This design comes from an exercise in tuning for small area on the open sky130 flow, not from production work. In this exercise RTL edits were held to simulation tests only and were not proved equivalent to the original. Power and IR drop assume default switching activity.

<file path="flow/run.sh">
#!/bin/bash
# synth_recipe.tcl (not shown) runs the flow's synth.tcl, then flattens the netlist and writes it again
# the make line also repeats each setting of config.mk as NAME=value (left out here)
make -C /OpenROAD-flow-scripts/flow DESIGN_CONFIG=/design/flow/config.mk WORK_HOME=/design/flow/orfs CLKGATE_MAP_FILE= SYNTH_SCRIPT=/design/flow/synth_recipe.tcl finish
</file>
<file path="flow/config.mk">
export PLATFORM = sky130hd
export DESIGN_NAME = tms9900
export DESIGN_NICKNAME = tms9900
export VERILOG_FILES = /design/flow/design.v
export SDC_FILE = /design/flow/constraint.sdc
export NUM_CORES = 4
export LEC_CHECK = 0
export CAP_MARGIN = 20
export CORE_MARGIN = 2
export CORE_UTILIZATION = 40
export PLACE_DENSITY = 0.6
export SLEW_MARGIN = 20
</file>
<file path="flow/constraint.sdc">
create_clock -name core_clock -period 10.0 [get_ports {clk}]
set_input_delay 2.0000 -clock core_clock [delete_from_list [all_inputs] [get_ports {clk}]]
set_output_delay 2.0000 -clock core_clock [all_outputs]
set_load 0.01 [all_outputs]
</file>
<file path="flow/design.v">
module rca9900 #(parameter N = 16) (
	input  [N-1:0] a,
	input  [N-1:0] b,
	input  ci,
	output [N-1:0] s,
	output co
	);
	wire [N:0] c;
	assign c[0] = ci;
	genvar i;
	generate
		for (i = 0; i < N; i = i + 1) begin : bit_
			assign s[i]   = a[i] ^ b[i] ^ c[i];
			assign c[i+1] = (a[i] & b[i]) | (c[i] & (a[i] ^ b[i]));
		end
	endgenerate
	assign co = c[N];
endmodule
module alu9900(
	input [15:0] arg1,
	input [15:0] arg2, 
	input [3:0] ope, 
	input compare,	 
	output [15:0] alu_result,
	output alu_logical_gt,
	output alu_arithmetic_gt,
	output alu_flag_zero,
	output alu_flag_carry,
	output alu_flag_overflow,
	output alu_flag_parity,
	output alu_flag_parity_source
	);
	localparam load1=4'h0, load2=4'h1, add =4'h2, sub =4'h3, 
				  abs  =4'h4, aor  =4'h5, aand=4'h6, axor=4'h7,
				  andn =4'h8, coc  =4'h9, czc =4'ha, swpb=4'hb,
				  sla  =4'hc, sra  =4'hd, src =4'he, srl =4'hf;
	wire do_sub = (ope != add);
	wire [15:0] sum;
	wire sum_co;
	rca9900 #(16) adder(.a(arg1), .b(arg2 ^ {16{do_sub}}), .ci(do_sub), .s(sum), .co(sum_co));
	reg [15:0] r;
	reg c16;
	always @* begin
		c16 = 1'b0;
		case (ope)
			load1: r = arg1;
			load2: r = arg2;
			add:   begin r = sum; c16 = sum_co; end
			sub:   begin r = sum; c16 = !sum_co; end
			abs:   begin r = arg2[15] ? sum : arg2; c16 = arg2[15] & !sum_co; end
			aor:   r = arg1 | arg2;
			aand:  r = arg1 & arg2;
			axor:  r = arg1 ^ arg2;
			andn:  r = arg1 & ~arg2;
			coc:   r = (arg1 ^ arg2) & arg1;
			czc:   r = (arg1 ^ ~arg2) & arg1;
			swpb:  r = { arg2[7:0], arg2[15:8] };
			sla:   begin r = { arg2[14:0], 1'b0 }; c16 = arg2[15]; end
			sra:   begin r = { arg2[15], arg2[15:1] }; c16 = arg2[0]; end
			src:   begin r = { arg2[0], arg2[15:1] }; c16 = arg2[0]; end
			default: begin r = { 1'b0, arg2[15:1] }; c16 = arg2[0]; end  
		endcase
	end
	assign alu_result = r;
	wire nz = |r;
	assign alu_logical_gt = compare ? (arg2[15] && !arg1[15]) || (arg1[15]==arg2[15] && r[15]) 
											  : nz;
	assign alu_arithmetic_gt = compare ? (!arg2[15] && arg1[15]) || (arg1[15]==arg2[15] && r[15])
											  : (ope == abs) ? arg2[15] == 1'b0 && arg2 != 16'd0
											  : r[15]==1'b0 && nz;
	assign alu_flag_zero = !nz;
	assign alu_flag_carry = (ope == sub) ? !c16 : c16;
	assign alu_flag_overflow = (ope == sla) ? r[15] != arg2[15] :
										(compare || ope==sub || ope==abs) ? (arg1[15] != arg2[15] && r[15] != arg1[15]) : 
																					   (arg1[15] == arg2[15] && r[15] != arg1[15]);
	assign alu_flag_parity = ^r[15:8];
	assign alu_flag_parity_source = ^arg2[15:8];
endmodule
module tms9900(
    input clk, 
    input reset,
    output [15:0] addr_out,
    input  [15:0] data_in,
    output [15:0] data_out,
    output reg rd,
    output reg wr,
    output reg rd_now,
    input  cache_hit,
    input  use_ready,
    input  ready,
    output reg iaq,
    output reg as,
    input  int_req,
    input [3:0] ic03,
    output reg int_ack,
    input  cruin,
    output reg cruout,
    output cruclk,
    input  hold,
    output reg holda,
    input [7:0] waits,
    output reg stuck,
    output [15:0] ir_out,
    output [15:0] pc_ir_out,
    output [15:0] pc_ir_out2     
);
localparam 	
    do_pc_read=7'd0, 		    do_alu_read=7'd1,
    do_fetch=7'd2,              do_fetch0=7'd3, 
    do_decode=7'd4,             do_branch=7'd5,
    do_stuck=7'd6,              do_read0=7'd7, 
    do_read1=7'd8,              do_read2=7'd9, 
    do_read3=7'd10,             do_write=7'd11,
    do_write0=7'd12,            do_write1=7'd13, 
    do_write2=7'd14,            do_write3=7'd15, 
    do_ir_imm=7'd16,            do_lwpi_limi=7'd17,
    do_load_imm=7'd18,          do_load_imm5=7'd19,
    do_read_operand0=7'd20,     do_read_operand1=7'd21, 
    do_read_operand2=7'd22,     do_read_operand3=7'd23, 
    do_read_operand4=7'd24,     do_read_operand5=7'd25,
    do_alu_write=7'd26,         do_dual_op=7'd27, 
    do_dual_op1=7'd28,          do_dual_op2=7'd29, 
    do_dual_op3=7'd30,          do_source_address0=7'd31, 
    do_source_address1=7'd32,   do_source_address2=7'd33, 
    do_source_address3=7'd34,   do_source_address4=7'd35, 
    do_source_address5=7'd36,   do_source_address6=7'd37,
    do_branch_b_bl=7'd38,       do_x_instruction=7'd39, 
    do_x_write0=7'd40,          do_x_fetch=7'd41,
    do_single_op_writeback=7'd42, do_rtwp0=7'd43, 
    do_rtwp1=7'd44,             do_rtwp2=7'd45, 
    do_rtwp3=7'd46,             do_shifts0=7'd47, 
    do_shifts1=7'd48,           do_shifts2=7'd49, 
    do_shifts3=7'd50,           do_shifts4=7'd51,
    do_blwp00=7'd52,            do_blwp0=7'd53, 
    do_blwp_xop=7'd54,          do_blwp1=7'd55, 
    do_blwp2=7'd56,             do_blwp3=7'd57,
    do_single_bit_cru0=7'd58,   do_single_bit_cru1=7'd59, 
    do_single_bit_cru2=7'd60,   do_ext_instructions=7'd61, 
    do_store_instructions=7'd62, do_coc_czc_etc0=7'd63, 
    do_coc_czc_etc1=7'd64,      do_coc_czc_etc2=7'd65, 
    do_coc_czc_etc3=7'd66,      do_xop=7'd67,
	do_ldcr0=7'd68,             do_ldcr00=7'd69, 
    do_ldcr1=7'd70,             do_ldcr2=7'd71, 
    do_ldcr3=7'd72,             do_ldcr4=7'd73, 
    do_ldcr5=7'd74,             do_stcr0=7'd75, 
    do_stcr6=7'd76,             do_stcr7=7'd77,
	do_stcr_delay0=7'd78,       do_stcr_delay1=7'd79,
	do_idle_wait=7'd80,         do_mul_store0=7'd81, 
    do_mul_store1=7'd82,        do_mul_store2=7'd83,
	do_div0=7'd84,              do_div1=7'd85, 
    do_div2=7'd86,              do_div3=7'd87, 
    do_div4=7'd88,              do_div5=7'd89,
    do_process_branch=7'd90,    do_mul0=7'd91,
    do_mul1=7'd92,              do_mul2=7'd93,
    do_mul3=7'd94,              do_mul4=7'd95 ;
localparam fetch_sub1=2'd1, fetch_sub2=2'd2, fetch_sub3=3'd3;
localparam 
        alu_load1=4'h0, alu_load2=4'h1, alu_add =4'h2, alu_sub =4'h3, 
        alu_abs  =4'h4, alu_aor  =4'h5, alu_aand=4'h6, alu_axor=4'h7,
        alu_andn =4'h8, alu_coc  =4'h9, alu_czc =4'ha, alu_swpb=4'hb,
        alu_sla  =4'hc, alu_sra  =4'hd, alu_src =4'he, alu_srl =4'hf;
reg  [15:0] arg1;
reg  [15:0] arg2;
reg  [3:0]  ope;
wire [15:0] alu_result;
wire alu_logical_gt, alu_arithmetic_gt;
wire alu_flag_zero, alu_flag_carry, alu_flag_overflow;
wire alu_flag_parity, alu_flag_parity_source;
reg alu_compare;
reg [15:0] addr;     
assign addr_out = addr;
assign data_out = wr_dat;
alu9900 alu(
    .arg1(arg1), .arg2(arg2), .ope(ope), .alu_result(alu_result),
    .compare(alu_compare),
    .alu_logical_gt(alu_logical_gt), .alu_arithmetic_gt(alu_arithmetic_gt),
    .alu_flag_zero(alu_flag_zero), .alu_flag_carry(alu_flag_carry),
    .alu_flag_overflow(alu_flag_overflow), 
    .alu_flag_parity(alu_flag_parity), .alu_flag_parity_source(alu_flag_parity_source)
    );
reg operand_word;
reg  [15:0] read_byte_aligner;
reg  [15:0] ea, rd_dat;
reg  [15:0] st, pc, w;
reg cruclk_internal;
reg i_am_xop;
reg [6:0] cpu_state, cpu_state_next, cpu_state_operand_return;
reg read_to_arg2, set_ea_from_alu, set_dual_op_flags;
reg [15:0] wr_dat;
reg set_int_priority;
reg [15:0] reg_t, reg_t2;
reg [7:0] delay_count;
reg [1:0] fetch_substate;
reg add_to_pc;
reg [15:0] ir;
reg [4:0] shift_count;
reg [15:0] pc_ir, pc_ir2;   
reg executing_x;
assign ir_out = ir;
assign pc_ir_out = pc_ir;
assign pc_ir_out2 = pc_ir2;
localparam [7:0] cru_delay_spec = 8'h02;
reg mult_top_bit;
reg mul_carry;
reg [31:0] dividend;    
assign cruclk = cruclk_internal;
always @(operand_word, rd_dat, ea)
begin
    if (operand_word)
        read_byte_aligner <= rd_dat;
    else begin
        if(ea[0] == 1'b0 )
            read_byte_aligner <= { rd_dat[15:8], 8'h00 };
        else    
            read_byte_aligner <= { rd_dat[7:0], 8'h00 };
    end
end
wire [15:0] dest_reg_addr;
wire dest_c;
wire [15:0] pc_offset = (cpu_state == do_branch) ? { {7{ir[7]}}, ir[7:0], 1'b0 } : 16'h0002;
wire [15:0] pc_sum;
rca9900 #(16) pc_adder(.a(pc), .b(pc_offset), .ci(1'b0), .s(pc_sum), .co());
rca9900 #(4) dest_adder(.a(w[4:1]), .b(ir[9:6]), .ci(1'b0), .s(dest_reg_addr[4:1]), .co(dest_c));
rca9900 #(11) dest_inc(.a(w[15:5]), .b(11'd0), .ci(dest_c), .s(dest_reg_addr[15:5]), .co());
assign dest_reg_addr[0] = w[0];
reg [5:0] operand_mode;
reg mpy_div_done;
reg mpy_div_start;
reg mpy_op;   
reg [3:0] md_count;
reg md_step;
reg md_carry;
wire [16:0] divider_sub;
wire [15:0] mpy_lo;
wire [15:0] mpy_hi;
wire mpy_c;
rca9900 #(17) div_sub(.a({md_carry, dividend[31:16]}), .b({1'b1, ~reg_t}), .ci(1'b1), .s(divider_sub), .co());
rca9900 #(16) mpy_add(.a(dividend[15:0]), .b(reg_t), .ci(1'b0), .s(mpy_lo), .co(mpy_c));
rca9900 #(16) mpy_inc(.a(dividend[31:16]), .b(16'd0), .ci(mpy_c), .s(mpy_hi), .co());
always @(posedge clk)
begin : mpy_div
    if (mpy_div_start == 1'b1) begin
        mpy_div_done <= 1'b0;
        md_count <= 4'b0000;
        dividend <= mpy_op ? { rd_dat, 16'h0000 } : { reg_t2, rd_dat };
        md_step <= 1'b1;
    end else if (!mpy_div_done) begin
        if (md_step) begin
            dividend <= { dividend[30:0], 1'b0 };
            md_carry <= dividend[31];
            md_count <= md_count - 4'h1;
        end else begin
            if(mpy_op) begin
                if(md_carry)
                    dividend <= { mpy_hi, mpy_lo };
            end else if (divider_sub[16] == 1'b0) begin 
                dividend[31 : 16] <= divider_sub[15 : 0];
                dividend[0] <= 1;
            end
            if (md_count == 4'b0000)
                mpy_div_done <= 1'b1;
        end
        md_step <= !md_step;
    end
end
always @(posedge clk)
begin
    if (reset == 1'b1) begin
        st <= 16'h0000;   
        pc <= 16'h1234;   
        w <= 16'h0000;    
        stuck <= 1'b0;
        rd <= 1'b0;
        wr <= 1'b0;
        cruclk_internal <= 1'b0;
        cruout <= 1'b0;
        i_am_xop <= 1'b0;
        arg2 <= 16'h0000;
        ope <= alu_load2;
        cpu_state <= do_blwp00;
        delay_count = 0;
        holda <= hold;    
        set_int_priority <= 1'b0;
        int_ack <= 1'b0;
        iaq <= 1'b0;
        rd_now <= 1'b0;
        as <= 1'b0;
        read_to_arg2 <= 1'b0;
        set_ea_from_alu <= 1'b0;
        set_dual_op_flags <= 1'b0;
        add_to_pc = 1'b0;
    end else begin
        add_to_pc = 0;
        if (set_ea_from_alu) begin
            ea <= alu_result;
            set_ea_from_alu <= 0;
        end
        if (set_dual_op_flags)  
        begin
            set_dual_op_flags <= 0;
            st[15] <= alu_logical_gt;
            st[14] <= alu_arithmetic_gt;
            st[13] <= alu_flag_zero;
            if (ir[15:13] == 3'b101 || ir[15:13] == 3'b011) begin
                st[12] <= alu_flag_carry;
                st[11] <= alu_flag_overflow;
            end 	
            if (!operand_word) begin
                if (ir[15:13] == 3'b100 || ir[15:13] == 3'b110)
                    st[10] <= alu_flag_parity_source;	 
                else
                    st[10] <= alu_flag_parity;
            end 
        end    
        case(cpu_state)
			do_pc_read: begin
				    addr <= pc;
					add_to_pc = 1'b1;
					as <= 1'b1;
					rd <= 1'b1;
					cpu_state <= do_read0;
                end
            do_alu_read: begin
                    addr <= alu_result;
                    as <= 1'b1;
                    rd <= 1'b1;
                    cpu_state <= do_read0;
                end
			do_read0: begin
					cpu_state <= do_read1;
					delay_count = waits;	 
					as <= 1'b0;
                end
			do_read1: begin
					if (cache_hit == 1'b1) begin
                        delay_count = 0;
                        cpu_state <= cpu_state_next;
                        rd <= 1'b0;
                        rd_dat <= data_in;
                        if (read_to_arg2) begin
                            arg2 <= data_in;
                            read_to_arg2 <= 1'b0;
                        end
                    end else begin
                        if ((use_ready==1'b0 && delay_count == 8'd0) || (ready == 1'b1)) begin
                            delay_count = 8'd0;
                            cpu_state <= do_read3;   
                            rd_now <= 1'b1;                            
                        end
                    end
                end
			do_read2: begin
					cpu_state <= do_read3;
					rd_now <= 1'b1;	 
                end
			do_read3: begin
                    cpu_state <= cpu_state_next;
                    rd <= 1'b0;
                    rd_dat <= data_in;
                    rd_now <= 1'b0;
                    if (read_to_arg2) begin
                        arg2 <= data_in;
                        read_to_arg2 <= 1'b0;
                    end
                end
            do_write:
                begin
                    addr <= ea;
                    as <= 1'b1;
                    wr <= 1'b1;
                    cpu_state <= do_write0;
                end
            do_alu_write: begin
                addr <= alu_result;						
                as <= 1'b1;
                wr <= 1'b1;
                cpu_state <= do_write0;
                end
            do_write0:
                begin 
                    cpu_state <= do_write1; 
                    as <= 1'b0;
                    if (waits[7:1] == 7'd0)
                        delay_count = 7'd0;  
                    else
                        delay_count = waits;
                end
            do_write1:  begin   
                    if ((use_ready == 1'b0 && delay_count == 8'd0) || ready == 1'b1) begin
                        delay_count = 8'd0;
                        cpu_state <= do_write2;
                    end
                end
            do_write2:  cpu_state <= do_write3;
            do_write3:  begin
                    cpu_state <= cpu_state_next;
                    wr <= 1'b0;
                end
            do_fetch: begin
                    if (hold == 1'b1)
                        holda <= 1'b1;
                    else begin
                        holda <= 1'b0;
                        i_am_xop <= 1'b0;
                        if (int_req == 1'b1 && ic03 <= st[3:0]) begin
                            set_int_priority <= 1'b1;
                            arg2 <= { 10'b00_0000_0000, ic03, 2'b00 };
                            ope <= alu_load2;
                            cpu_state <= do_blwp00;
                            int_ack <= 1'b1;
                        end else begin
                            iaq <= 1'b1;
                            addr <= pc;
                            add_to_pc = 1'b1;
                            as <= 1'b1;
                            rd <= 1'b1;
                            cpu_state <= do_fetch0;
                            fetch_substate <= fetch_sub1;
                        end
                    end
                end
            do_fetch0: begin
                    cpu_state <= do_decode;
                    as <= 1'b0;
                    delay_count = waits;
                    executing_x <= 1'b0;
                end
            do_decode: begin
                    if ((fetch_substate == fetch_sub1 && cache_hit==1) || fetch_substate==fetch_sub3) begin
                        if (!executing_x)
                            ir = data_in;						 
                        delay_count = 8'd0;
                        rd_now <= 0;
                        rd <= 0;
                        pc_ir2 <= pc_ir;                     
                        pc_ir <= pc;						 
                        operand_word <= 1;			 
                        iaq <= 0;
                        arg1 <= { 1'b0, w };
                        arg2 <= { 11'b0000_0000_000, ir[3:0], 1'b0 };
                        ope <= alu_add;	 
                        operand_mode <= ir[5:0]; 
                        alu_compare <= 0;
                        if (ir[15:13] == 3'b101 ||  
                            ir[15:13] == 3'b100 ||  
                            ir[15:13] == 3'b011 ||  
                            ir[15:13] == 3'b111 ||  
                            ir[15:13] == 3'b010 ||  
                            ir[15:13] == 3'b110) begin  
                            operand_word <= !ir[12];
                            cpu_state <= do_alu_read;
                            if (ir[5:4] == 2'b00) begin 
                                cpu_state_next <= do_dual_op;	 
                                set_ea_from_alu <= 1;
                            end else begin
                                cpu_state_next <= do_read_operand1;	 
                                cpu_state_operand_return <= do_dual_op;
                            end
                        end else if (ir[15:12] == 4'b0001
                             && ir[11:8] != 4'hD && ir[11:8] != 4'hE && ir[11:8] != 4'hF)
                                cpu_state <= do_branch; 
                        else if(ir[15:10] == 6'b000010) begin  
                            shift_count <= { 1'b0, ir[7:4] };
                            cpu_state <= do_shifts0;
                        end else if (ir == 16'h0380) begin  
                            arg1 <= { 1'b0, w };
                            arg2 <= { 11'b0000_0000_000, 4'hD, 1'b0 };   
                            ope <= alu_add;	
                            cpu_state <= do_rtwp0;
                        end else if (ir[15:8] == 8'h1D  ||  
                                ir[15:8] == 8'h1E  ||  
                                ir[15:8] == 8'h1F)   
                        begin
                            arg1 <= w;
                            arg2 <= { 11'b0000_0000_000, 4'hC, 1'b0 };
                            ope <= alu_add;
                            cpu_state <= do_alu_read;	 
                            cpu_state_next <= do_single_bit_cru0;
                        end else if (ir == 16'h0340 || ir == 16'h0360 || ir == 16'h03C0 || ir == 16'h03A0 || ir == 16'h03E0)
                        begin
                            cpu_state <= do_ext_instructions;
                        end else if(ir[15:4] == 12'h02c || ir[15:4] == 12'h02a)  
                            cpu_state <= do_store_instructions;
                        else if (ir[15:13] == 3'b001 && ir[12:10] != 3'b100 && ir[12:10] != 3'b101) begin
                            if (ir[12:10] == 3'b011) begin  
                                cpu_state <= do_source_address0;
                                cpu_state_operand_return <= do_xop;
                            end else begin
                                cpu_state <= do_read_operand0;
                                cpu_state_operand_return <= do_coc_czc_etc0;
                            end
                        end else if (ir[15:11] == 5'b00110) begin  
                            if (ir[9:6] == 4'b1000 || (ir[9] == 0 && ir[8:6] != 3'b000))
                                operand_word <= 0;
                            if (ir[10] == 0) begin
                                cpu_state <= do_read_operand0;
                                cpu_state_operand_return <= do_ldcr0;	 
                            end else begin
                                cpu_state <= do_source_address0;
                                cpu_state_operand_return <= do_stcr0;	 
                            end
                        end else if (ir[15:4] == 12'h020 || ir[15:4] == 12'h022 ||  
                                     ir[15:4] == 12'h024 || ir[15:4] == 12'h026 ||  
                                    ir[15:4] == 12'h028) begin 							 
                                set_ea_from_alu <= 1;
                                cpu_state <= do_pc_read;
                                cpu_state_next <= do_load_imm;
                        end else if (ir[15:9] == 7'b000_0001 && ir[4:0] == 5'b00000)
                                cpu_state <= do_ir_imm;
                        else if (ir[15:10] == 6'b00_0001) begin 
                            operand_word <= 1;
                            if (ir[5:4] == 2'b00) 
                                cpu_state <= do_branch_b_bl;
                            else begin 
                                cpu_state <= do_source_address0;
                                cpu_state_operand_return <= do_branch_b_bl;
                            end
                        end else begin
                            cpu_state <= do_stuck;		 
                        end
                    end else begin
                        case (fetch_substate)  
                            fetch_sub1: begin 
                                if ((use_ready == 1'b0 && delay_count == 8'd0) || ready == 1'b1) 
                                    fetch_substate <= fetch_sub2; 
                            end
                            fetch_sub2: begin rd_now <= 1; fetch_substate <= fetch_sub3; end
                        endcase
                    end
                end
            do_x_instruction: begin
                    ir              = rd_dat;  
                    fetch_substate  <= fetch_sub3;
                    cpu_state       <= do_decode;
                    executing_x     <= 1'b1;
                end
            do_single_op_writeback: begin
                    if (ope != alu_swpb) begin
                        st[15] <= alu_logical_gt;
                        st[14] <= alu_arithmetic_gt;
                        st[13] <= alu_flag_zero;
                        if (ope == alu_add || ope == alu_sub || ope == alu_abs) begin
                            st[12] <= alu_flag_carry;
                            st[11] <= alu_flag_overflow;
                        end
                        if (ope == alu_abs)
                            st[12] <= 0;			 
                    end 
                    cpu_state <= do_write0; addr <= ea; wr_dat <= alu_result; as <= 1; wr <= 1;
                    cpu_state_next <= do_fetch;
                end
            do_branch_b_bl: begin
                case (ir[9:6]) 
                    4'b0001: begin  
                        pc <= alu_result;	 
                        cpu_state <= do_fetch;
                        end
                    4'b1010: begin  
                        pc <= alu_result;	 
                        wr_dat <= pc;		 
                        arg1 <= { 1'b0, w };
                        arg2 <= 16'h0016;	 
                        ope <= alu_add;
                        cpu_state <= do_alu_write;
                        cpu_state_next <= do_fetch;
                        end
                    4'b0011: begin  
                        wr_dat <= 16'h0000;
                        cpu_state <= do_alu_write;
                        cpu_state_next <= do_fetch;
                        end
                    4'b1100: begin  
                        wr_dat <= 16'hFFFF;
                        cpu_state <= do_alu_write;
                        cpu_state_next <= do_fetch;
                        end
                    4'b0101: begin  
                        ea <= alu_result;	 
                        read_to_arg2 <= 1;
                        cpu_state_next <= do_single_op_writeback;
                        cpu_state <= do_read0; addr <= alu_result; as <= 1; rd <= 1; 
                        arg1 <= 17'hFFFF;
                        ope <= alu_axor;
                        end
                    4'b0100: begin  
                        ea <= alu_result;	 
                        read_to_arg2 <= 1;
                        cpu_state_next <= do_single_op_writeback;
                        cpu_state <= do_read0; addr <= alu_result; as <= 1; rd <= 1; 
                        arg1 <= 17'h0000;
                        ope <= alu_sub;
                        end
                    4'b1101: begin  
                        ea <= alu_result;	 
                        read_to_arg2 <= 1;
                        cpu_state_next <= do_single_op_writeback;
                        cpu_state <= do_read0; addr <= alu_result; as <= 1; rd <= 1; 
                        arg1 <= 17'h0000;
                        ope <= alu_abs;
                        end
                    4'b1011: begin   
                        ea <= alu_result;	 
                        read_to_arg2 <= 1;
                        cpu_state_next <= do_single_op_writeback;
                        cpu_state <= do_read0; addr <= alu_result; as <= 1; rd <= 1; 
                        arg1 <= 17'h0000;
                        ope <= alu_swpb;
                        end
                    4'b0110: begin  
                        ea <= alu_result;	 
                        read_to_arg2 <= 1;
                        cpu_state_next <= do_single_op_writeback;
                        cpu_state <= do_read0; addr <= alu_result; as <= 1; rd <= 1; 
                        arg1 <= 17'h0001;
                        ope <= alu_add;
                        end
                    4'b0111: begin   
                        ea <= alu_result;	 
                        read_to_arg2 <= 1;
                        cpu_state_next <= do_single_op_writeback;
                        cpu_state <= do_read0; addr <= alu_result; as <= 1; rd <= 1; 
                        arg1 <= 17'h0002;
                        ope <= alu_add;
                        end
                    4'b1000: begin  
                        ea <= alu_result;	 
                        read_to_arg2 <= 1;
                        cpu_state_next <= do_single_op_writeback;
                        cpu_state <= do_read0; addr <= alu_result; as <= 1; rd <= 1; 
                        arg1 <= 17'hFFFF;	 
                        ope <= alu_add;
                        end
                    4'b1001: begin  
                        ea <= alu_result;	 
                        read_to_arg2 <= 1;
                        cpu_state_next <= do_single_op_writeback;
                        cpu_state <= do_read0; addr <= alu_result; as <= 1; rd <= 1; 
                        arg1 <= 17'hFFFE;	 
                        ope <= alu_add;
                        end
                    4'b0010: begin  
                        ea <= alu_result;
                        cpu_state_next <= do_x_instruction;
                        addr <= alu_result; as <= 1; rd <= 1; cpu_state <= do_read0;
                        end
                    4'b0000:  
                        cpu_state <= do_blwp00;
                    default: 
                        cpu_state <= do_stuck;
                    endcase
                end
            do_branch: begin
                    cpu_state <= do_process_branch;  
                    case (ir[11 : 8])
                        4'b0000: begin add_to_pc=1; end	 
                        4'b0001: begin if (st[14]==0 && st[13]==0) add_to_pc = 1; end  
                        4'b0010: begin if (st[15]==0 || st[13]==1) add_to_pc = 1; end  
                        4'b0011: begin if (             st[13]==1) add_to_pc = 1; end  
                        4'b0100: begin if (st[15]==1 || st[13]==1) add_to_pc = 1; end  
                        4'b0101: begin if (             st[14]==1) add_to_pc = 1; end  
                        4'b0110: begin if (             st[13]==0) add_to_pc = 1; end  
                        4'b0111: begin if (             st[12]==0) add_to_pc = 1; end  
                        4'b1000: begin if (             st[12]==1) add_to_pc = 1; end  
                        4'b1001: begin if (             st[11]==0) add_to_pc = 1; end  
                        4'b1010: begin if (st[15]==0 && st[13]==0) add_to_pc = 1; end  
                        4'b1011: begin if (st[15]==1 && st[13]==0) add_to_pc = 1; end  
                        4'b1100: begin if (             st[10]==1) add_to_pc = 1; end  
                        default: cpu_state <= do_stuck;
                    endcase
                end
                do_process_branch: cpu_state <= do_fetch;
            do_ir_imm: begin
                    if (ir[8:5] == 4'b0111 || ir[8:5] == 4'b1000) begin	 
                        cpu_state <= do_pc_read;
                        cpu_state_next <= do_lwpi_limi;
                    end else begin
                        cpu_state <= do_stuck;
                    end
                end
            do_lwpi_limi: begin	
                    cpu_state <= do_fetch;
                    if (ir[8 : 5] == 4'b0111)
                        w <= rd_dat;	 
                    else
                        st[3 : 0] <= rd_dat[3 : 0];	 
                end
            do_load_imm: begin  
                    arg1 <= rd_dat;
                    if (ir[7:4] == 4'h0) begin
                        cpu_state <= do_load_imm5;
                        ope <= alu_load1;  
                    end else begin
                        read_to_arg2 <= 1;	 
                        addr <= ea; as <= 1; rd <= 1; cpu_state <= do_read0;	
                        case (ir[7:4] )
                            4'h0: ope <= alu_load1;  
                            4'h2: ope <= alu_add;	  
                            4'h4: ope <= alu_aand;	  
                            4'h6: ope <= alu_aor;	  
                            4'h8: begin ope <= alu_sub; alu_compare <= 1; end  
                            default:    cpu_state <= do_stuck;
                        endcase		
                        cpu_state_next <= do_load_imm5;
                    end 
                end
            do_load_imm5: begin 
                    st[15] <= alu_logical_gt;
                    st[14] <= alu_arithmetic_gt;
                    st[13] <= alu_flag_zero;
                    if (ope == alu_add ) begin
                        st[12] <= alu_flag_carry;
                        st[11] <= alu_flag_overflow;
                    end
                    if (alu_compare == 0) begin
                        wr_dat <= alu_result;	
                        cpu_state <= do_write;
                        cpu_state_next <= do_fetch;
                    end else begin
                        cpu_state <= do_fetch;
                    end
                end
            do_dual_op: begin
                    reg_t2 <= read_byte_aligner;
                    cpu_state <= do_source_address0;
                    cpu_state_operand_return <= do_dual_op1;
                    operand_mode <= ir[11:6];
                    if (ir[11:10]== 2'b00 && operand_word) begin  
                        ea <= dest_reg_addr;
                        if (ir[15:13] == 3'b110 && operand_word) begin
                            cpu_state <= do_dual_op2;
                        end else begin	 
                            addr <= dest_reg_addr; as <= 1; rd <= 1; cpu_state <= do_read0; 
                            cpu_state_next <= do_dual_op2;
                        end
                    end
                end
            do_dual_op1: begin
                    ea <= alu_result;	 
                    if (ir[15:13] == 3'b110 && operand_word) begin
                        cpu_state <= do_dual_op2;
                    end else begin
                        addr <= alu_result; as <= 1; rd <= 1; cpu_state <= do_read0; 
                        cpu_state_next <= do_dual_op2;
                    end
                end
            do_dual_op2: begin
                    if (ir[15:13] == 3'b110) begin
                        arg1 <= { 1'b0, 16'h0000 };	 
                    end else begin
                        arg1 <= { 1'b0, read_byte_aligner };
                    end
                    arg2 <= reg_t2;
                    cpu_state <= do_dual_op3;
                    alu_compare <= 0;
                    case (ir[15:13])
                        3'b101: ope <= alu_add;  
                        3'b100: begin ope <= alu_sub; alu_compare <= 1; end  
                        3'b011: ope <= alu_sub;  
                        3'b111: ope <= alu_aor;
                        3'b010: ope <= alu_andn;
                        3'b110: ope <= alu_load2;	 
                        default: cpu_state <= do_stuck;
                    endcase
                    set_dual_op_flags <= 1;	 
                end
            do_dual_op3: begin
                    if (ir[15:13] == 3'b100)
                        cpu_state <= do_fetch;	 
                    else begin
                        if (operand_word) begin
                            wr_dat <= alu_result;
                        end else begin
                            if (operand_mode[5:4] == 2'b00 || ea[0]==0) begin
                                wr_dat <= { alu_result[15:8], rd_dat[7:0] };
                            end else begin
                                wr_dat <= { rd_dat[15:8], alu_result[15:8] }; 
                            end
                        end
                        cpu_state_next <= do_fetch;
                        addr <= ea; wr <= 1; as <= 1; cpu_state <= do_write0;  
                    end
                end
            do_blwp00: begin
                    holda <= 1'b0;
                    ea <= alu_result;
                    arg1 <= { 1'b0, 16'h0002 };
                    arg2 <= alu_result;
                    ope <= alu_add;
                    addr <= alu_result;
                    as <= 1'b1;
                    rd <= 1'b1;
                    cpu_state <= do_read0;
                    cpu_state_next <= do_blwp0;
                end
            do_blwp0: begin 
                    ea <= alu_result;
                    reg_t <= rd_dat;
                    arg1  <= rd_dat;
                    if (!i_am_xop) begin
                        arg2 <= { 11'b0000_0000_000, 4'hD, 1'b0 };
                        cpu_state_next <= do_blwp1;
                    end else begin
                        arg2 <= { 11'b0000_0000_000, 4'hB, 1'b0 };
                        cpu_state_next <= do_blwp_xop;  
                    end
                    ope <= alu_add;
                    addr <= alu_result; as <= 1'b1; rd <= 1'b1; cpu_state <= do_read0;
                    int_ack <= 1'b0;  
                end
            do_blwp_xop: begin
					wr_dat <= reg_t2;				 
					ea     <= alu_result;
					arg1   <= 16'h0004;			 
					arg2   <= alu_result;		 
					cpu_state 	   <= do_write;  
					cpu_state_next <= do_blwp1;						
                end 
            do_blwp1: begin
                    wr_dat <= w;
                    ea     <= alu_result;
                    arg1   <= 16'h0002;
                    arg2   <= alu_result;		 
                    cpu_state 	    <= do_write;  
                    cpu_state_next  <= do_blwp2;
                end
            do_blwp2:    
                begin
                    wr_dat <= pc;
                    ea <= alu_result;
                    arg2 <= alu_result;
                    cpu_state      <= do_write;
                    cpu_state_next <= do_blwp3;
                end
            do_blwp3:
                begin 
                    wr_dat <= st;
                    ea <= alu_result;
                    arg2 <= alu_result;
                    cpu_state <= do_write;
                    cpu_state_next <= do_fetch;
                    if (set_int_priority) begin
                        st[3:0] <= ic03 - 4'h1;
                        set_int_priority <= 1'b0;
                    end
                    pc <= rd_dat;
                    w  <= reg_t;
                    if(i_am_xop)
                        st[9] <= 1'b1;
                end
            do_rtwp0: begin
                    ea <= alu_result;		 
                    arg1 <= { 1'b0, 16'h0002 };
                    arg2 <= alu_result;
                    ope <= alu_add;
                    addr <= alu_result; as <= 1; rd <= 1; cpu_state <= do_read0;
                    cpu_state_next <= do_rtwp1;
                end
            do_rtwp1: begin
                    w <= rd_dat;			 
                    ea <= alu_result;		 
                    arg2 <= alu_result;	 
                    addr <= alu_result; as <= 1; rd <= 1; cpu_state <= do_read0;
                    cpu_state_next <= do_rtwp2;
                end
            do_rtwp2: begin
                    pc <= rd_dat;			 
                    ea <= alu_result;		 
                    addr <= alu_result; as <= 1; rd <= 1; cpu_state <= do_read0;
                    cpu_state_next <= do_rtwp3;
                end
            do_rtwp3: begin
                    st <= rd_dat;			 
                    cpu_state <= do_fetch;
                end
            do_shifts0: begin
                    ea <= alu_result;	 
                    if (shift_count == 5'b00000) begin
                        arg1 <= { 1'b0, w };
                        arg2 <= 16'h0000;
                        ope <= alu_add;
                        cpu_state <= do_alu_read;
                        cpu_state_next <= do_shifts1;
                    end else begin
                        addr <= alu_result; as <= 1; rd <= 1; cpu_state <= do_read0;
                        cpu_state_next <= do_shifts2;
                    end
                end
            do_shifts1: begin
                    shift_count <= { rd_dat[3:0] == 4'h0 ? 1'b1 : 1'b0, rd_dat[3:0]};
                    addr <= ea; as <= 1; rd <= 1; cpu_state <= do_read0;
                    cpu_state_next <= do_shifts2;
                end
            do_shifts2: begin 
                    arg2 <= rd_dat;
                    case (ir[9 : 8]) 
                        2'b00: ope <= alu_sra;
                        2'b01: ope <= alu_srl;
                        2'b10: begin ope <= alu_sla; st[11] <= 0; end	 
                        2'b11: ope <= alu_src;
                    endcase
                    cpu_state <= do_shifts3;
                end
            do_shifts3: begin 	 
                    arg2 <= alu_result;
                    st[15] <= alu_logical_gt;
                    st[14] <= alu_arithmetic_gt;
                    st[13] <= alu_flag_zero;
                    st[12] <= alu_flag_carry;
                    if (ir[9 : 8] == 2'b10 && alu_flag_overflow==1)
                        st[11] <= 1;
                    if (shift_count == 5'b00001) begin 
                        ope <= alu_load2;				 
                        cpu_state <= do_shifts4;	 
                    end else begin
                        cpu_state <= do_shifts3;	 
                    end
                    shift_count <= shift_count - 5'b00001;
                end
            do_shifts4: begin
                    wr_dat <= alu_result;
                    cpu_state <= do_write;
                    cpu_state_next <= do_fetch;
                end
            do_ext_instructions: begin
                    if (ir == 16'h0360)
                        st[3:0] <= 16'h0000;   
                    addr[15:13] <= rd_dat[7:5];
                    delay_count = cru_delay_spec;	 
                    cpu_state <= do_single_bit_cru2;  
                    if (ir == 16'h0340)
                        cpu_state <= do_idle_wait;  
                end
            do_idle_wait: begin
                    if (delay_count != 8'b0000_0000) 
                        cruclk_internal <= 1;
                    else begin
                        cruclk_internal <= 0;
                        if (int_req == 1 && ic03 == st[3:0])	 
                            cpu_state <= do_fetch;
                    end
                end
            do_single_bit_cru0: begin
                    arg1 <= { 1'b0,  
                        ir[7], ir[7], ir[7], ir[7], ir[7], ir[7], ir[7], 
                        ir[7:0],  1'b0
                        } ;
                    arg2 <= rd_dat;
                    ope <= alu_add;
                    cpu_state <= do_single_bit_cru1;
                end
            do_single_bit_cru1: begin
                    addr <= { 3'b000, alu_result[12:1], 1'b0 };
                    cruout <= ir[8];  
                    cpu_state <= do_single_bit_cru2;
                    delay_count = cru_delay_spec;  
                end
            do_single_bit_cru2: begin
                    if (ir[15:8] != 8'h1F) begin  
                        cruclk_internal <= 1;
                    end
                    if (delay_count == 8'b0000_0000) begin
                        cpu_state <= do_fetch;
                        cruclk_internal <= 0;		 
                        if (ir[15:8] == 8'h1F)  
                            st[13] <= cruin;	 
                    end
                end                
            do_store_instructions: begin  
                    wr_dat <= (ir[6:5] == 2'b10) ? st : w;
                    cpu_state <= do_alu_write;
                    cpu_state_next <= do_fetch;
                end
            do_coc_czc_etc0: begin
                    reg_t <= rd_dat;	 
                    operand_mode <= { 2'b00 , ir[9:6]};	 
                    cpu_state <= do_source_address0;			 
                    cpu_state_operand_return <= do_coc_czc_etc1;
                end
            do_coc_czc_etc1: begin
                    ea <= alu_result;	 
                    addr <= alu_result; as <= 1; rd <= 1; cpu_state <= do_read0;
                    cpu_state_next <= do_coc_czc_etc2;
                end
            do_coc_czc_etc2: begin
                    arg1 <= { 1'b0, reg_t };		 
                    arg2 <= rd_dat;	 
                    cpu_state <= do_stuck;
                    case (ir[12 : 10])
                        3'b000: begin  
                            ope <= alu_coc;
                            cpu_state <= do_coc_czc_etc3;
                            end
                        3'b001: begin  
                            ope <= alu_czc;
                            cpu_state <= do_coc_czc_etc3;
                            end
                        3'b010: begin  
                            ope <= alu_axor;
                            cpu_state <= do_coc_czc_etc3;
                            end
                        3'b110: begin  
                                cpu_state <= do_mul0;  
                            end
                        3'b111: begin  
                            arg1 <= { 1'b0, rd_dat };
                            arg2 <= reg_t;
                            ope <= alu_sub;		 
                            cpu_state <= do_div0;
                            end
                        default:  
                            cpu_state <= do_stuck;
                    endcase
                end
            do_coc_czc_etc3: begin
                    st[13] <= alu_flag_zero;
                    if (ir[12 : 11] == 2'b00) begin
                        cpu_state <= do_fetch;			 
                    end else if (ir[12 : 11] == 2'b01) begin  
                        st[15] <= alu_logical_gt;
                        st[14] <= alu_arithmetic_gt;
                        wr_dat <= alu_result;
                        cpu_state <= do_write;
                        cpu_state_next <= do_fetch;
                    end else begin
                        cpu_state <= do_stuck;
                    end
                end
            do_mul0: begin  
                    mpy_div_start <= 1'b1;
                    mpy_op <= 1'b1;
                    cpu_state <= do_div2;     
                end
            do_div0: begin  
                    st[11] <= 0;  
                    if ((reg_t[15]==0 && rd_dat[15]==1) || (reg_t[15] == rd_dat[15] && alu_result[15]==0)) begin
                        st[11] <= 1;	  
                        cpu_state <= do_fetch;	 
                    end else begin
                        reg_t2 <= rd_dat;    
                        arg1 <= 17'h0002;
                        arg2 <= ea;
                        ope <= alu_add;
                        cpu_state <= do_alu_read;
                        cpu_state_next <= do_div1;  
                    end
                end
            do_div1: begin 
                    mpy_div_start <= 1'b1;
                    mpy_op <= 1'b0;
                    cpu_state <= do_div2;            
                end 
            do_div2: begin 
                mpy_div_start <= 1'b0; 
                if(mpy_div_done && !mpy_div_start) 
                    cpu_state <= do_div4;
            end
            do_div4: begin
                    wr_dat <= mpy_op ? dividend[31:16] : dividend[15 : 0];	
                    arg1 <= 17'h0002;
                    arg2 <= ea;
                    ope <= alu_add;
                    cpu_state <= do_write;
                    cpu_state_next <= do_div5; 
                end
            do_div5: begin
                    wr_dat <= mpy_op ? dividend[15:0] : dividend[31 : 16];	
                    ea <= alu_result;
                    cpu_state <= do_write;
                    cpu_state_next <= do_fetch;
                end
            do_xop: begin
                    reg_t2 <= alu_result;	 
                    arg1 <= 17'h0040;
                    arg2 <= { 8'h00, 2'b00, ir[9:6], 2'b00 };	 
                    ope <= alu_add;
                    cpu_state <= do_blwp00;
                    i_am_xop <= 1;
                end
            do_ldcr0: begin	
                    reg_t <= read_byte_aligner;	 
                    arg1 <= { 1'b0, read_byte_aligner };
                    ope <= alu_load1;
                    cpu_state <= do_ldcr00;
                end
            do_ldcr00: begin
                    st[15] <= alu_logical_gt;
                    st[14] <= alu_arithmetic_gt;
                    st[13] <= alu_flag_zero;
                    if (!operand_word)
                        st[10] <= alu_flag_parity;
                    operand_mode <= 6'b001100;	 
                    cpu_state <= do_read_operand0;
                    cpu_state_operand_return <= do_ldcr1;
                end
            do_stcr0: begin
                    reg_t <= operand_word ? 16'h0001 : 16'h0100;
                    wr_dat <= 16'h0000;	 
                    reg_t2 <= alu_result;		 
                    operand_mode <= 6'b001100;	 
                    cpu_state <= do_read_operand0;
                    cpu_state_operand_return <= do_ldcr1;
                end
            do_ldcr1: begin
                    ea <= rd_dat;
                    shift_count <= { ir[9:6] == 4'b0000 ? 1'b1 : 1'b0, ir[9 : 6] };
                    cpu_state <= do_ldcr2;
                end
            do_ldcr2: begin
                    arg2 <= reg_t;
                    if (ir[10] == 0) begin
                        ope <= alu_srl;	 
                        cpu_state <= do_ldcr3;							
                    end else begin
                        ope <= alu_sla;	 
                        cpu_state <= do_stcr_delay0;  
                    end
                    addr <= { 3'b000, ea[12 : 1], 1'b0 };  
                end
            do_stcr_delay0: cpu_state <= do_stcr_delay1;
            do_stcr_delay1: cpu_state <= do_ldcr3;
            do_ldcr3: begin
                    if (ir[10] == 0) begin	 
                        cpu_state <= do_ldcr4;
                        if (operand_word)
                            cruout <= alu_flag_carry;
                        else
                            cruout <= alu_result[7];	 
                    end else begin
                        if (cruin == 1)
                            wr_dat <= wr_dat | reg_t;	
                        cpu_state <= do_ldcr5;	 
                    end
                    reg_t <= alu_result;				 
                    arg1 <= 17'h0002;
                    arg2 <= ea;
                    ope <= alu_add;
                    delay_count = cru_delay_spec;  
                end
            do_ldcr4: begin
                    cruclk_internal <= 1;
                    cpu_state <= do_ldcr5;
                end
            do_ldcr5: begin
                    if (delay_count == 8'b0000_0000) begin
                        ea <= alu_result;
                        cruclk_internal <= 0;
                        if (shift_count == 5'b00001) begin
                            if (ir[10] == 0) 
                                cpu_state <= do_fetch;		 
                            else
                                cpu_state <= do_stcr6;		 
                        end else begin
                            cpu_state <= do_ldcr2;
                        end
                        shift_count <= shift_count -  5'b00001;
                    end
                end
            do_stcr6: begin
                    st[15 : 12] <= 4'b0010;
                    if (wr_dat != 16'h0000) 
                        st[15:13] <= { 1'b1, !wr_dat[15], 1'b0 };
                    ea <= reg_t2;
                    addr <= reg_t2; as <= 1; rd <= 1; cpu_state <= do_read0;
                    cpu_state_next <= do_stcr7;
                end
            do_stcr7: begin
                    if (!operand_word) begin
                        if (ea[0] == 0)  
                            wr_dat <= { wr_dat[15 : 8], rd_dat[7 : 0] };
                        else	 
                            wr_dat <= { rd_dat[15 : 8],  wr_dat[15 : 8] }; 
                    end 
                    cpu_state_next <= do_fetch;
                    cpu_state <= do_write;
                end
            do_source_address0: begin
                    arg1 <= { 1'b0, w };
                    arg2 <= { 11'b0000_0000_000, operand_mode[3:0], 1'b0 };
                    ope <= alu_add;	 
                    case (operand_mode[5:4])
                        2'b00 : 
                            cpu_state <= cpu_state_operand_return;	 
                        2'b01 : begin  
                            cpu_state <= do_alu_read;
                            cpu_state_next <= do_source_address1;
                            end
                        2'b10 : begin  
                            cpu_state <= do_pc_read;
                            if (operand_mode[3:0] == 4'b0000)
                                cpu_state_next <= do_source_address1;	 
                            else
                                cpu_state_next <= do_source_address2;	 
                            end
                        2'b11 : begin  
                            cpu_state <= do_alu_read;
                            cpu_state_next <= do_source_address4;
                            end
                        default: cpu_state <= do_stuck;
                    endcase
                end
		    do_source_address1: begin
                arg2 <= rd_dat;
                ope  <= alu_load2;
                cpu_state <= cpu_state_operand_return;
                end
            do_source_address2: begin
                reg_t <= rd_dat;
                cpu_state <= do_alu_read;
                cpu_state_next <= do_source_address3;
                end
            do_source_address3: begin
                arg1 <= { 1'b0, rd_dat };	 
                arg2 <= reg_t;		 
                ope <= alu_add;
                cpu_state <= cpu_state_operand_return;
                end
            do_source_address4: begin	 
                reg_t <= rd_dat;	 
                arg1 <= { 1'b0, rd_dat };
                arg2 <= operand_word ? 16'h0002 : 16'h0001;
                ope <= alu_add;
                ea <= alu_result;	 
                cpu_state <= do_source_address5;
                end
            do_source_address5: begin
                wr_dat <= alu_result; addr <= ea; as <= 1; wr <= 1; cpu_state <= do_write0;
                cpu_state_next <= do_source_address6;
                end
            do_source_address6: begin
                arg2 <= reg_t;
                ope <= alu_load2;
                cpu_state <= cpu_state_operand_return;
                end
            do_read_operand0: begin
                    arg1 <= { 1'b0, w };
                    arg2 <= { 11'b0000_0000_00, operand_mode[3:0], 1'b0 };
                    ope <= alu_add;	 
                    cpu_state <= do_alu_read;	 
                    cpu_state_next <= do_read_operand1;
                end
            do_read_operand1: begin
                    case (operand_mode[5:4])
                    2'b00: begin
                        ea <= alu_result;  
                        cpu_state <= cpu_state_operand_return;
                        end
                    2'b01: begin
                        ea <= rd_dat;
                        addr <= rd_dat; as <= 1; rd <= 1; cpu_state <= do_read0;
                        cpu_state_next <= cpu_state_operand_return;
                        end
                    2'b10: begin
                        reg_t <= rd_dat;	 
                        cpu_state <= do_pc_read;
                        cpu_state_next <= do_read_operand2;
                        end
                    2'b11: begin
                        reg_t <= rd_dat;		 
                        ea <= alu_result;		 
                        arg1 <= { 1'b0, rd_dat };
                        arg2 <= operand_word ? 16'h0002 : 16'h0001;
                        ope <= alu_add;		 
                        cpu_state <= do_read_operand3;
                        end
                    default: 
                        cpu_state <= do_stuck;	 
                    endcase
                end
            do_read_operand2: begin
                    if (operand_mode[3:0] == 4'b0000) begin
                        ea <= rd_dat;
                        addr <= rd_dat; as <= 1; rd <= 1; cpu_state <= do_read0;
                        cpu_state_next <= cpu_state_operand_return;
                    end else begin
                        arg1 <= { 1'b0, rd_dat };
                        arg2 <= reg_t;
                        ope <= alu_add;
                        cpu_state <= do_read_operand5;
                    end
                end
            do_read_operand3: begin
                    wr_dat <= alu_result;
                    addr <= ea; as <= 1; wr <= 1; cpu_state <= do_write0;
                    cpu_state_next <= do_read_operand4;
                end
            do_read_operand4: begin
                    ea <= reg_t;
                    addr <= reg_t; as <= 1; rd <= 1; cpu_state <= do_read0;
                    cpu_state_next <= cpu_state_operand_return;
                end
            do_read_operand5: begin
                    ea <= alu_result;
                    addr <= alu_result; as <= 1; rd <= 1; cpu_state <= do_read0;
                    cpu_state_next <= cpu_state_operand_return; 	 
                end
            default:
                begin
                    stuck <= 1'b1;
                    holda <= hold;    
                end
        endcase
        if (delay_count)
            delay_count = delay_count -  8'd1;
        if (add_to_pc) 
            pc <= pc_sum;
    end
end
endmodule
</file>
==> impl_metrics.csv <==
group,metric,value,unit
logic_synthesis,avgSynthCellArea,8.29,um2
power,powerDensity,289,nW/um2
die,dieArea,73800,um2
finish,stdcell_count,4465,
logic_synthesis,yosys-top-cells-area,"edfxtp_1 24%, dfxtp_1 7.2%, nand2_1 5.3%, a21oi_1 4.5%, fa_1 4.3%",
setup_path,worst_setup_path_start_kind,"flop",
drt,routed_via_density,7.37,
placed_design,gp_congestion,1.11,
cts,holdBufCountCts,0,
sta,period_share,0.959,
setup_path,r2r_cells,37,
die,fp-row-count,98,
finish,fin_area,32800,um2
sta,tightest_slew,1.24,ns
status,outcome,"timing/DRC/antenna clean",
setup_path,critPathMaxStageDelay,0.39,ns
global_route,antenna_found_initial,11,
setup_path,critPathCaptureType,"flop",
die,start_util,0.402,
sta,period_needed,9.59,ns
placed_design,io_buffers,125,
logic_synthesis,synth_area,28600,um2
die,io_pins,126,
drt,vias,32900,
drt,drtIter0Drc,6276,
power,ir_drop,0.147,mV
placed_design,dpl.hpwl,116000,um
drt,drc,0,
setup_path,path_max_fanout,2,
drt,routed_wl,162000,um
flow_run,maxCapViolCount,0,
cts,cts_root_buf,"clkbuf_16",
cts,htree_levels,2,
setup_path,cp.arrival,9.96,ns
logic_synthesis,synth-edff-count,226,
cts,clk_pin_slew,0.06,ns
logic_synthesis,synth-seq-cells,329,
logic_synthesis,async_reset_ff_frac,0,
setup_path,crit_slowest_cell,"fa_1",
drt,antenna_left,0,
finish,drive_above_1_share,0.100,
hold_path,holdPathStages,0,
finish,largest_reg_flops,32,
sta,clock.fmax,104,MHz
logic_synthesis,synthDistinctLibCells,112,
placed_design,dp.cells,4374,
drt,wl_per_cell,36.2,um
sta,rsz0062_at_grt,"false",
sta,setup_violations,0,
finish,regMostFlops,"dividend",
logic_synthesis,netlist_top_cells_count,"402 x nand2_1, 304 x nor2_1, 256 x a21oi_1, 226 x edfxtp_1, 204 x o21ai_0",
sta,max_slew_margin,0.159,
logic_synthesis,syn_nets,3622,
logic_synthesis,yosysMostFrequentCell,"nand2_1",
finish,syn_to_final_growth,14.6,%
die,dieWidth,272,um
cts,worstSkewPairLatency,0.62,ns
global_route,first_global_vias,30000,
cts,post_cts_buffers,0,
finish,fin_nets,3642,
finish,postLayoutCoreUtil,0.461,
global_route,grt_overflow,0,
setup_path,worstPathRequired,10.37,ns
cts,clk_path_buf_depth,3,
cts,cts_sinks,329,
logic_synthesis,synth_top_area_frac,0.237,
cts,cts_tree,"yes",
sta,skew,0.0355,ns
global_route,grt_max_degree,80,
logic_synthesis,seq_area_frac_synth,0.309,
logic_synthesis,synth_ff_type,"edfxtp_1",
global_route,grt_pass1_wl,226000,um
die,core_area,71200,um2
logic_synthesis,yosysTopAreaCell,"edfxtp_1",
global_route,track_usage,0.423,
die,chipHeight,272,um
sta,finalHoldViolations,0,
cts,cts_resized,2,
setup_path,cpMostUsedCell,"ha_1",
power,leakage,0.0118,uW
sta,drv_slew,0,
setup_path,critPathKind,"flop to flop",
logic_synthesis,ys_warn_count,2,
logic_synthesis,synthCells,3453,
cts,numCtsBuffers,42,
placed_design,dpl_cell_area,31200,um2
sta,tns,0,ns
drt,dr.pass1.iters,10,
hold_path,hold_class,"flop to flop",
-- power breakdown --
group / total, uW / internal, uW / switching [uW]
sequential: 2220 / 1850 / 364
combinational: 5570 / 1780 / 3790
clock: 1710 / 1010 / 694
total: 9490 / 4650 / 4840
-- placed cells by master (no fill, tap or decap), types with 34 or more instances in the layout --
master           instances
nand2_1                402
nor2_1                 295
a21oi_1                256
edfxtp_1               226
o21ai_0                201
buf_4                  152
clkdlybuf4s50_1        124
inv_1                  118
dfxtp_1                 93
a211oi_1                91
mux2i_1                 88
nor3_1                  74
ha_1                    72
a22oi_1                 68
nand3_1                 62
a221oi_1                60
fa_1                    51
a221o_1                 49
nand2b_1                46
o211ai_1                45
clkbuf_16               42
a31oi_1                 40
xnor2_1                 37
o22ai_1                 36
a311oi_1                34
-- final timing paths --
check,start,to,slack [ns]
setup / recovery,dividend[0],dividend[31],0.41
hold / removal,pc_ir[11],pc_ir2[11],0.45
setup reg to reg,dividend[0],dividend[31],0.41
hold reg to reg,pc_ir[11],pc_ir2[11],0.45
-- layout make-up --
type / count / area [um2]
clock buffer: 49 / 1110
inverter: 121 / 454
antenna: 8 / 20.0
timing repair buffer: 281 / 2420
sequential: 329 / 8860
clock inverter: 29 / 420
tap: 950 / 1190
fill: 6990 / 38400
multi-input combinational: 2698 / 18300
-- worst max-delay path: cells and delay by family (launching register included) --
family	cells	cell delay, ns
buffers and inverters	2	0.12
adder cells (fa/ha/maj)	31	8.18
XOR/XNOR	1	0.14
flip-flops	1	0.38
AO/OA/AOI/OAI	3	0.48
-- routing by layer --
metal,track usage,wire length [um],vias to the layer above
met5,0,183,-
met2,0.581,63300,3032
met3,0.199,26200,813
met1,0.525,58700,15700
li1,-,-,13300
met4,0.275,13500,14
-- logic make-up after synthesis --
group,synth area share
muxes,0.0383
buffers and inverters,0.0594
and+or+nand+nor,0.206
xor gates and xnor gates,0.0163
AOI/OAI and AO/OA,0.295
adders and majority gates,0.0755
DFF,0.309
-- per-stage QoR --
stage / hold WS [ns] / total power (uW) / worst slack [ns]
floorplan: 0.436 / 5260 / 0.260
detailed placement: 0.441 / 7400 / 0.00125
CTS: 0.450 / 9120 / 0.0252
finish: 0.448 / 9490 / 0.414
global route: 0.472 / 9710 / 0.0430
global placement: 0.433 / 7400 / 0.0233

[what the ideal ports hide]
No port has a modelled driver above. Below, the same layout with a new extraction and two added sets of constraints.
Step 1 (the two cells are an assumption about what drives the block):
set clk [get_ports {clk}]
set_driving_cell -lib_cell sky130_fd_sc_hd__clkbuf_16 $clk
set_driving_cell -lib_cell sky130_fd_sc_hd__buf_2 [delete_from_list [all_inputs] $clk]
Step 2 also shifts input and output timing later by t, the mid clock arrival at the registers, as if the neighbouring blocks saw the same clock.
a / b / c = no drivers / after step 1 / after step 2; a / b = the first two.
shift t [ns]: 0.672
setup WS [ns]: 0.414 / 0.414 / 0.414
worst setup path after step 2: register to register
After both steps this run still meets setup and hold. For this run, drivers alone change the setup slack by 0.000 ns; drivers and shift together by 0.000 ns.
